What follows belongs to an exercise in optimizing a design on an open flow for small area; a production flow would make more cautious choices.
Only simulation tests tie the RTL to the original design; equivalence was not proved.
No activity file was given, so power comes from the tool's default toggle rates.

Design nvme_cmd_top, start of the top module:
module nvme_cmd_top #( 
    parameter  BASE_ADDR_XDMA = 64'h4_0000_0000 ,
    parameter  BASE_ADDR_BRAM = 32'ha010_0000 ,
    parameter  BASE_ADDR_BAR = 32'ha000_0000 ,
    parameter  PRPLIST_HEAP = 64'ha012_0000 ,
    parameter  ADDR_WIDTH = 32'd64 ,
    parameter  DATA_WIDTH = 32'd128 ,
    parameter  BLOCK_SIZE_EXP = 20 ,  
    parameter ASQ_ADDR = 32'ha010_0000 ,
    parameter ACQ_ADDR = 32'ha010_1000 ,
    parameter IO_SIZE = 16'h003f ,
    parameter IOSQ_ADDR = 32'ha010_2000 ,
    parameter IOCQ_ADDR = 32'ha010_3000 ,
    parameter idController_ADDR = 32'ha010_4000 ,
    parameter idNamespace_ADDR = 32'ha010_5000
) (  
    input clk_in ,
    input resetb ,
    input link_up ,  
    input init_start ,   
    output init_finish ,  
    input write_in_start , 
    output write_in_start_ack ,
    input write_done_ack ,
    output write_done ,
    input read_in_start ,  
    output read_in_start_ack ,
    input data_transfer_ready ,
    input [63:0]prp1_addr ,
    input [63:0]destLBA_in ,
  ...
Settings: LEC_CHECK=0, CAP_MARGIN=0, CORE_MARGIN=2, CORE_UTILIZATION=65, PLACE_DENSITY=0.75, SLEW_MARGIN=0; clock period 10.0 ns.
standard.sh (not shown) runs the stock make flow with config.mk's settings and CLKGATE_MAP_FILE= SYNTH_SCRIPT=/design/flow/synth_recipe.tcl, a recipe that flattens the netlist after the stock synthesis.
==> flow/flow/run.sh <==
#!/bin/bash
set -euo pipefail
export BUFFER_PORTS_ARGS="-buffer_cell sky130_fd_sc_hd__buf_1"
export CTS_ARGS="-sink_clustering_enable -repair_clock_nets -dont_use_dummy_load -sink_clustering_size 24 -sink_clustering_max_diameter 80 -buf_list sky130_fd_sc_hd__clkbuf_16"
bash standard.sh > standard_sh.log 2>&1
The starting point completed with no timing, DRC or antenna violations.
Then changed:
--- a/flow/flow/run.sh
+++ b/flow/flow/run.sh
@@ -3,0 +4 @@
+export SKIP_REPAIR_TIE_FANOUT=1
With this change the flow did not get past final report (6_report); wire length went up by 0.51%; synthesized cell count stays the same; via count went down by 0.64%; area after synthesis stays the same; first-iteration DRC count went down by 0.52%; global-route usage went up by 0.24 points.

========
nvme_cmd_top, a different RTL version from the one above (not shown whole).
For scale: roughly 2100 flip-flops, roughly 1300 I/O pins.
==> flow/design.v (excerpt) <==
module nvme_cmd_top #( 
    parameter  BASE_ADDR_XDMA = 64'h4_0000_0000 ,
    parameter  BASE_ADDR_BRAM = 32'ha010_0000 ,
    parameter  BASE_ADDR_BAR = 32'ha000_0000 ,
    parameter  PRPLIST_HEAP = 64'ha012_0000 ,
    parameter  ADDR_WIDTH = 32'd64 ,
    parameter  DATA_WIDTH = 32'd128 ,
    parameter  BLOCK_SIZE_EXP = 20 ,  
    parameter ASQ_ADDR = 32'ha010_0000 ,
    parameter ACQ_ADDR = 32'ha010_1000 ,
    parameter IO_SIZE = 16'h003f ,
    parameter IOSQ_ADDR = 32'ha010_2000 ,
    parameter IOCQ_ADDR = 32'ha010_3000 ,
    parameter idController_ADDR = 32'ha010_4000 ,
    parameter idNamespace_ADDR = 32'ha010_5000
) (  
    input clk_in ,
    input resetb ,
    input link_up ,  
    input init_start ,   
    output init_finish ,  
    input write_in_start , 
    output write_in_start_ack ,
    input write_done_ack ,
    output write_done ,
    input read_in_start ,  
    output read_in_start_ack ,
    input data_transfer_ready ,
    input [63:0]prp1_addr ,
    input [63:0]destLBA_in ,
    input [63:0]bytesToRead_or_Write ,
    input read_done_ack ,
  ...
==> flow/config.mk <==
export PLATFORM = sky130hd
export DESIGN_NAME = nvme_cmd_top
export DESIGN_NICKNAME = nvme_cmd_top
export VERILOG_FILES = /design/flow/design.v
export SDC_FILE = /design/flow/constraint.sdc
export NUM_CORES = 4
export LEC_CHECK = 0
export CAP_MARGIN = 20
export CORE_MARGIN = 2
export CORE_UTILIZATION = 40
export PLACE_DENSITY = 0.6
export SLEW_MARGIN = 20
==> flow/constraint.sdc <==
create_clock -name core_clock -period 10.0 [get_ports {clk_in}]
set_input_delay 2.0000 -clock core_clock [delete_from_list [all_inputs] [get_ports {clk_in}]]
set_output_delay 2.0000 -clock core_clock [all_outputs]
set_load 0.01 [all_outputs]
run.sh (not shown) runs the stock make flow with config.mk's settings and CLKGATE_MAP_FILE= SYNTH_SCRIPT=/design/flow/synth_recipe.tcl, a recipe that flattens the netlist after the stock synthesis.
Stock flow here: none of the scripts above is used.
Edit:
==> flow/flow/run.sh (new file) <==
#!/bin/bash
set -euo pipefail
export BUFFER_PORTS_ARGS="-buffer_cell sky130_fd_sc_hd__buf_1"
export CTS_ARGS="-sink_clustering_enable -repair_clock_nets -dont_use_dummy_load -sink_clustering_size 24 -sink_clustering_max_diameter 80 -buf_list sky130_fd_sc_hd__clkbuf_16"
bash standard.sh > standard_sh.log 2>&1
==> flow/standard.sh (new file) <==
#!/bin/bash
# synth_recipe.tcl (not shown) runs the flow's synth.tcl, then flattens the netlist and writes it again
# the make line also repeats each setting of config.mk as NAME=value (left out here)
make -C /OpenROAD-flow-scripts/flow DESIGN_CONFIG=/design/flow/config.mk WORK_HOME=/design/flow/orfs CLKGATE_MAP_FILE= SYNTH_SCRIPT=/design/flow/synth_recipe.tcl "${@:-finish}"
- CAP_MARGIN: 20 -> 0
- CORE_UTILIZATION: 40 -> 65
- PLACE_DENSITY: 0.6 -> 0.75
- SLEW_MARGIN: 20 -> 0
removed: flow/run.sh
=> Via count hardly moves. Core utilization went up by 22 points. Setup slack gains 0.41 ns. Cell area went down by 10%. Count of clock-buffer cells in the layout went down by 187. Register-to-register slack loses 0.23 ns. Routed wire length went down by 8.3%. Combinational power went down by 8.4%.

## static timing again, ports no longer ideal
In the flow no input, the clock included, has a driving cell. The finished layouts below were timed again as built, in two steps.
Step 1, drivers: a clkbuf_16 drives clk_in and a buf_2 each remaining input, both assumed.
Step 2 times the ports against the registers' clock, not the clock port: input delays grow and output delays shrink by t, the midpoint of the rising clock arrivals with the driver on.
a / b / c = no drivers / after step 1 / after step 2; a / b = the first two.
run | t, ns | slack for setup (ns) | slew at the worst register clock pin (ns)
the first run of note 1 | 0.807 | 2.900 / 2.815 / 3.477 | 0.10 / 0.10
the first run of note 2 | 0.944 | 3.269 / 3.166 / 3.295 | 0.08 / 0.08
the second run of note 2 | 0.835 | 3.675 / 3.582 / 3.640 | 0.11 / 0.11
After both steps every run listed still meets setup and hold. The setup slack of the second run of note 2, which loses most, moves by -0.093 ns with the drivers and by -0.035 ns with both steps.
